This is an optimization exercise on Yosys and OpenROAD, whose aim is small area, not a production implementation. Function was checked by simulation only, so behaviour that the tests miss may differ from the original. Power is estimated from default activity; no workload was simulated.

## amber
## clock
module clock(
input clk,
input rst,
input btnC, btnU, btnD, btnR, btnL,
input [3:0] sw,
output [6:0] seg,
output [3:0] an,
output [3:0] led
    );
Settings: LEC_CHECK=0, ABC_AREA=1, CAP_MARGIN=20, CORE_MARGIN=2, CORE_UTILIZATION=40, CTS_BUF_LIST=sky130_fd_sc_hd__clkbuf_8, CTS_CLUSTER_DIAMETER=100, CTS_CLUSTER_SIZE=30, SLEW_MARGIN=20; clock period 10.0 ns.
standard.sh (not shown) runs the stock make flow with config.mk's settings and CLKGATE_MAP_FILE= SYNTH_SCRIPT=/design/flow/synth_recipe.tcl, a recipe that flattens the netlist after the stock synthesis.
==> flow/flow/run.sh <==
#!/bin/bash
# Standard layout with smaller port buffers and a clock tree without dummy loads.
# Every tool's output goes to flow_make.log here; ORFS keeps its own logs under orfs/logs.
set -euo pipefail
export BUFFER_PORTS_ARGS="-buffer_cell sky130_fd_sc_hd__buf_1"
export CTS_ARGS="-sink_clustering_enable -repair_clock_nets -dont_use_dummy_load -root_buf sky130_fd_sc_hd__clkbuf_16 -buf_list sky130_fd_sc_hd__clkbuf_4 -sink_clustering_size 30 -sink_clustering_max_diameter 100"
bash standard.sh > flow_make.log 2>&1
The inputs of onyx differ from those of amber as listed below.
==> flow/flow/run.sh <==
#!/bin/bash
# Standard layout with smaller port buffers and a clock tree without dummy loads.
# Every tool's output goes to flow_make.log here; ORFS keeps its own logs under orfs/logs.
set -euo pipefail
export BUFFER_PORTS_ARGS="-buffer_cell sky130_fd_sc_hd__buf_1"
export CTS_ARGS="-sink_clustering_enable -repair_clock_nets -dont_use_dummy_load -buf_list sky130_fd_sc_hd__clkbuf_8 -sink_clustering_size 30 -sink_clustering_max_diameter 100"
bash standard.sh > flow_make.log 2>&1
--- outcome ---
- Endpoint arrival time on the critical path down 2230 ps in onyx wrt amber
- The leakage dissipation of onyx falls short of that of amber by about 2.5%.
- Endpoint required time on the critical path: onyx vs amber down 2220 ps
- onyx has design area below what amber had.
Input-level comparison between nickel and onyx:
==> flow/flow/run.sh <==
#!/bin/bash
# The standard layout (standard.sh) with three changes:
#  - synthesis maps the logic with an area-only ABC script (flow/synth_area.tcl, flow/area.abc);
#  - every port still gets a buffer, but the smallest one, sky130_fd_sc_hd__buf_1;
#  - the clock tree is built without dummy loads.
# The make output of all steps goes to flow_make.log here; ORFS keeps each step's log under orfs/logs.
set -euo pipefail
work=$(pwd)
export FLOW_WORK="$work"
export AREA_ABC_SCRIPT="$work/flow/area.abc"
export BUFFER_PORTS_ARGS="-buffer_cell sky130_fd_sc_hd__buf_1"
export CTS_ARGS="-sink_clustering_enable -repair_clock_nets -dont_use_dummy_load -buf_list sky130_fd_sc_hd__clkbuf_8 -sink_clustering_size 30 -sink_clustering_max_diameter 100"
sed "s#SYNTH_SCRIPT=[^ ]*#SYNTH_SCRIPT=$work/flow/synth_area.tcl#" standard.sh > flow_standard_area.sh
grep -q "SYNTH_SCRIPT=$work/flow/synth_area.tcl" flow_standard_area.sh
bash flow_standard_area.sh > flow_make.log 2>&1
==> flow/flow/area.abc (new file) <==
strash
balance -l; resub -K 6 -l; rewrite -l; resub -K 6 -N 2 -l; refactor -l; resub -K 8 -l; balance -l; resub -K 8 -N 2 -l; rewrite -l; resub -K 10 -l; rewrite -z -l; resub -K 10 -N 2 -l; balance -l; resub -K 12 -l; refactor -z -l; resub -K 12 -N 2 -l; rewrite -z -l; balance -l
dch -f
amap
strash
dch -f
amap
topo
==> flow/flow/synth_area.tcl (new file) <==
# The standard synthesis (synth_recipe.tcl, sourced unchanged) with one change: ABC maps
# the logic with flow/area.abc, an area-only script, instead of ORFS's own ABC script.
# Registers are mapped before ABC runs, so they come out as in the standard synthesis.
proc abc {args} {
  set i [lsearch -exact $args -script]
  if { $i >= 0 } {
    set args [lreplace $args [expr {$i + 1}] [expr {$i + 1}] $::env(AREA_ABC_SCRIPT)]
  }
  puts "abc with the area script: $args"
  yosys abc {*}$args
}
source $::env(FLOW_WORK)/synth_recipe.tcl
The synthesis-to-finish area growth number comes out lower for onyx vs nickel.
nickel does better than onyx on cell leakage power.
Density: nickel denser than onyx
The final reports for nickel and onyx show multi-input combinational cell area lower in the former.
Portion of the post-synthesis area used by sequential elements (higher): nickel
| worst setup slack | lower: nickel |
Diff onyx -> nickel: worst ir drop on vdd up about 28%, highest clock frequency the design can meet down about 40%.
in2reg as the path type of the worst setup path was reported by nickel, and reg2out by onyx.
The post-synthesis cell count reported for nickel is smaller than that of onyx by 107.
Setup changes, nickel to quartz
==> flow/flow/run.sh <==
#!/bin/bash
# Standard layout with smaller port buffers and a clock tree without dummy loads.
# Every tool's output goes to flow_make.log here; ORFS keeps its own logs under orfs/logs.
set -euo pipefail
export BUFFER_PORTS_ARGS="-buffer_cell sky130_fd_sc_hd__buf_1"
export CTS_ARGS="-sink_clustering_enable -repair_clock_nets -dont_use_dummy_load -root_buf sky130_fd_sc_hd__clkbuf_8 -tree_buf sky130_fd_sc_hd__clkbuf_4 -buf_list sky130_fd_sc_hd__clkbuf_4 -sink_clustering_size 30 -sink_clustering_max_diameter 100"
bash standard.sh > flow_make.log 2>&1
removed: flow/flow/area.abc
removed: flow/flow/synth_area.tcl
Results
- quartz vs nickel, combinational family with the most area after synthesis: simple AND/OR/NAND/NOR gates vs compound AO/OA/AOI/OAI gates
- nickel → quartz: largest stage delay on the critical path down 420 ps, fraction of power spent switching nets closely matched the old numbers, part of the power in registers stayed essentially flat.
- Comparing sequential portion of the cell area for quartz and nickel, the bigger number came from nickel.
- Taking nickel as the reference, in quartz sequential share of the synthesized area shows a reduction of 4.9 points; proportion of layout cells with a drive suffix above 1 increased 3.7 points; weighted congestion at the end of routability-driven global placement lost 0.046.
- | worst IR drop on VDD | lower: quartz |

-- what the ideal ports hide --
The flow's constraints put no driver on any port. The routed layouts listed below were extracted and timed again, unchanged, in two steps.
Step 1 sets driving cells, clkbuf_16 on the clock port and buf_2 on the other inputs (assumed; they add their load-dependent delay and slew).
Step 2 times the ports against the registers' clock, not the clock port: input delays grow and output delays shrink by t, the midpoint of the rising clock arrivals with the driver on.
Three values: ideal, step 1, step 2; two values: the first two.
| run | t (ns) | slack for setup (ns) | hold slack, ns | worst setup path at the end | worst data-port slew with drivers (ns) |
|---|---|---|---|---|---|
| amber | 0.369 | 6.702 / 6.713 / 6.348 | 0.408 / 0.408 / 0.408 | input to register | 0.03 |
| onyx | 0.380 | 6.717 / 6.686 / 6.354 | 0.411 / 0.411 / 0.411 | input to register | 0.03 |
| nickel | 0.380 | 4.531 / 4.543 / 4.163 | 0.406 / 0.406 / 0.406 | input to register | 0.03 |
| quartz | 0.380 | 6.717 / 6.686 / 6.354 | 0.411 / 0.411 / 0.411 | input to register | 0.03 |
After both steps every run listed still meets setup and hold. For nickel, which loses most, drivers alone change the setup slack by +0.012 ns; drivers and shift together by -0.368 ns.
